Background: an optimization exercise with open tools, aiming at small area, a short achievable clock period and few clock cycles. Do not read the settings as production practice.
Only simulation tests tie the RTL to the original design; equivalence was not proved.
No activity file was given, so power comes from the tool's default toggle rates.

amber:
==> flow/design.v <==
module projectCPU2022(
  clk,
  rst,
  wrEn,
  data_fromRAM,
  addr_toRAM,
  data_toRAM,
  PC,
  W
);
input clk, rst;
input wire [15:0] data_fromRAM;
output reg [15:0] data_toRAM;
output reg wrEn;
output reg [12:0] addr_toRAM;
output reg [12:0] PC;
output reg [15:0] W;
reg        stPC, stBus, stPtr, stWr, st2;
reg [2:0]  opcode;
reg [15:0] M;
reg        exe;       
reg        sub;       
wire [15:0] D     = data_fromRAM;
wire [12:0] PCinc = PC + 13'd1;
wire        opd0  = (D[12:0] == 13'd0);
wire        isADD = (opcode == 3'd0);
wire        isCMP = (opcode == 3'd4);
wire        isNOR = (opcode == 3'd1);
wire        isSRL = (opcode == 3'd2);
wire        isRRL = (opcode == 3'd3);
wire        isLD  = (opcode == 3'd6);
wire [15:0] p = M;
wire [15:0] g = W & ~M;
reg  [15:0] G, P;
integer j, s;
always @* begin
  G = g; P = p;
  G[0] = g[0] | (p[0] & sub);
  for (s = 1; s < 16; s = s * 2)
    for (j = 2 * s - 1; j < 16; j = j + 2 * s) begin
      G[j] = G[j] | (P[j] & G[j - s]);
      P[j] = P[j] & P[j - s];
    end
  for (s = 4; s >= 1; s = s / 2)
    for (j = 3 * s - 1; j < 16; j = j + 2 * s) begin
      G[j] = G[j] | (P[j] & G[j - s]);
      P[j] = P[j] & P[j - s];
    end
end
wire [15:0] sum = p ^ {G[14:0], sub};
wire        lt  = ~G[15];        
wire        eq  = &p;            
wire        left  = |M[15:4];
wire [3:0]  k     = M[3:0];
wire        fill  = isRRL;
reg  [15:0] Wrev, frev;
integer q;
always @* for (q = 0; q < 16; q = q + 1) Wrev[q] = W[15 - q];
wire [15:0] x0 = left ? Wrev : W;
wire [15:0] x1 = k[0] ? {x0[0]   & fill,       x0[15:1]} : x0;
wire [15:0] x2 = k[1] ? {x1[1:0] & {2{fill}},  x1[15:2]} : x1;
wire [15:0] x3 = k[2] ? {x2[3:0] & {4{fill}},  x2[15:4]} : x2;
wire [15:0] x4 = k[3] ? {x3[7:0] & {8{fill}},  x3[15:8]} : x3;
always @* for (q = 0; q < 16; q = q + 1) frev[q] = x4[15 - q];
wire [15:0] shres = left ? frev : x4;
wire        isSH  = isSRL | isRRL;
wire [15:0] cmpres = {{15{lt}}, ~eq};
wire [15:0] alu = ({16{isADD}} & sum) | ({16{isCMP}} & cmpres) | ({16{isNOR}} & ~(W | M)) |
                  ({16{isSH}} & shres) | ({16{isLD}} & M);
wire sFET = stPC & ~st2;
wire sDEC = stBus & ~st2;
wire sIND = stBus & st2;
wire sEXE = stPC & st2;
always @* begin
  addr_toRAM = ({13{stBus}} & D[12:0]) | ({13{stPC}} & PC) | ({13{stWr}} & M[12:0]) |
               {10'd0, stPtr, 2'd0};
  wrEn       = stWr;
  data_toRAM = W;
end
wire        cmpx  = sEXE && (opcode == 3'd4);
wire        addx  = sEXE && ((opcode == 3'd0) || (opcode == 3'd4));
always @(posedge clk) begin
  M   <= D ^ ({16{addx}} & W) ^ {16{cmpx}};
  sub <= cmpx;
end
always @(posedge clk) begin
  if (rst) begin
    stPC  <= 1'b1;
    stBus <= 1'b0;
    stPtr <= 1'b0;
    stWr  <= 1'b0;
    st2   <= 1'b0;
    PC    <= 13'd0;
    W     <= 16'd0;
    exe   <= 1'b0;
  end else begin
    exe <= 1'b0;
    if (exe)
      W <= alu;
    stPC  <= 1'b0;
    stBus <= 1'b0;
    stPtr <= 1'b0;
    stWr  <= 1'b0;
    st2   <= 1'b0;
    if (sFET)
      stBus <= 1'b1;                     
    if (sDEC) begin
      opcode <= D[15:13];
      if (D[15:13] != 3'd7)
        PC <= PCinc;
      if (opd0)
        stPtr <= 1'b1;                   
      else if (D[15:13] == 3'd7)
        stWr <= 1'b1;                    
      else begin
        stPC <= 1'b1;                    
        st2  <= 1'b1;
      end
    end
    if (stPtr) begin
      stBus <= 1'b1;                     
      st2   <= 1'b1;
    end
    if (sIND) begin
      if (opcode == 3'd7)
        stWr <= 1'b1;                    
      else begin
        stPC <= 1'b1;                    
        st2  <= 1'b1;
      end
    end
    if (sEXE) begin
      exe <= (opcode != 3'd5);
      if (opcode == 3'd5 && D == 16'd0) begin
        PC   <= W[12:0];
        stPC <= 1'b1;                    
      end else
        stBus <= 1'b1;                   
    end
    if (stWr) begin
      PC   <= PCinc;
      stPC <= 1'b1;                      
    end
  end
end
endmodule
==> flow/config.mk <==
export PLATFORM = sky130hd
export DESIGN_NAME = projectCPU2022
export DESIGN_NICKNAME = projectCPU2022
export VERILOG_FILES = /design/flow/design.v
export SDC_FILE = /design/flow/constraint.sdc
export NUM_CORES = 4
export LEC_CHECK = 0
export ABC_AREA = 1
export CAP_MARGIN = 20
export CORE_MARGIN = 2
export CORE_UTILIZATION = 40
export SETUP_SLACK_MARGIN = 2.4
export SLEW_MARGIN = 20
==> flow/constraint.sdc <==
create_clock -name core_clock -period 5.0 [get_ports {clk}]
set_input_delay 1.0000 -clock core_clock [delete_from_list [all_inputs] [get_ports {clk}]]
set_output_delay 1.0000 -clock core_clock [all_outputs]
set_load 0.01 [all_outputs]
standard.sh (not shown) runs the stock make flow with config.mk's settings and CLKGATE_MAP_FILE= SYNTH_SCRIPT=/design/flow/synth_recipe.tcl, a recipe that flattens the netlist after the stock synthesis.
==> flow/flow/run.sh <==
#!/bin/bash
# The standard layout, with every port buffered by buf_2 rather than the flow's default
# buffer choice (a delay cell). The ORFS logs stay under orfs/logs; make's output goes to
# standard.log.
set -euo pipefail
export BUFFER_PORTS_ARGS="-buffer_cell sky130_fd_sc_hd__buf_2"
bash standard.sh > standard.log 2>&1
amber reached the end of the flow, and the finished layout is clean on the timing, design-rule and antenna checks.
Testbench counts of amber, summed over its fixed seeds: cycles 57,384.
Input-level comparison between pepper and amber:
- CORE_UTILIZATION now 48, was 40
- SETUP_SLACK_MARGIN now 2.5, was 2.4
Results
- Comparing amber and pepper, filler cell count is higher on amber.
- Reported for amber and pepper, quantity of I/O buffers inserted on ports turned out identical to the last digit.
- Re maximum clock frequency: pepper is 4.1% up on amber.
The inputs of juniper differ from those of pepper as listed below.
- a change of CORE_UTILIZATION from 48 to 40
- a change of CAP_MARGIN from 20 to 5
- a change of SLEW_MARGIN from 20 to 5
--- outcome ---
Note that the overall power after layout recorded for pepper amounts to 0.880 times the value seen in juniper. Relative to pepper, switching component of the power has gone up in juniper. Per the comparison of juniper with pepper, final cycle utilization of the critical path barely changed, sequential standard cell area fell 1.2%. Diff pepper -> juniper | total instance count after detailed placement | up by a few percent. The run showing the smaller via density per instance is juniper. NOTE: global routing usage summed across all routing layers in juniper falls short of that of pepper. What juniper reported for routed wire length has to be multiplied by 1.07 to get the figure for pepper. Looking at combinational gate power across juniper and pepper, the one that comes out lower is juniper. pepper ended up with addr_toRAM[4] as its critical path capture point; juniper ended up with addr_toRAM[0]. Relative to pepper, share of total power consumed by net switching has decreased by 3.5 points in juniper.

## what the ideal ports hide
No port has a modelled driver above. Below, the same layouts with a new extraction and two added sets of constraints.
Step 1 (the two cells are an assumption about what drives the block):
set clk [get_ports {clk}]
set_driving_cell -lib_cell sky130_fd_sc_hd__clkbuf_16 $clk
set_driving_cell -lib_cell sky130_fd_sc_hd__buf_2 [delete_from_list [all_inputs] $clk]
Step 2 moves the port delays by t, midway between the first and last clock arrival at a register: inputs arrive t later, outputs are due t later. That takes back most of the time a late clock gives input paths.
Three values: ideal, step 1, step 2; two values: the first two.
run	shift t [ns]	setup slack, ns	worst setup path at the end
amber	0.338	2.416 / 2.377 / 2.217	input to register
pepper	0.355	2.518 / 2.476 / 2.235	input to register
juniper	0.345	2.515 / 2.479 / 2.237	input to register
After both steps every run listed still meets setup and hold. For pepper, which loses most, drivers alone change the setup slack by -0.042 ns; drivers and shift together by -0.283 ns.
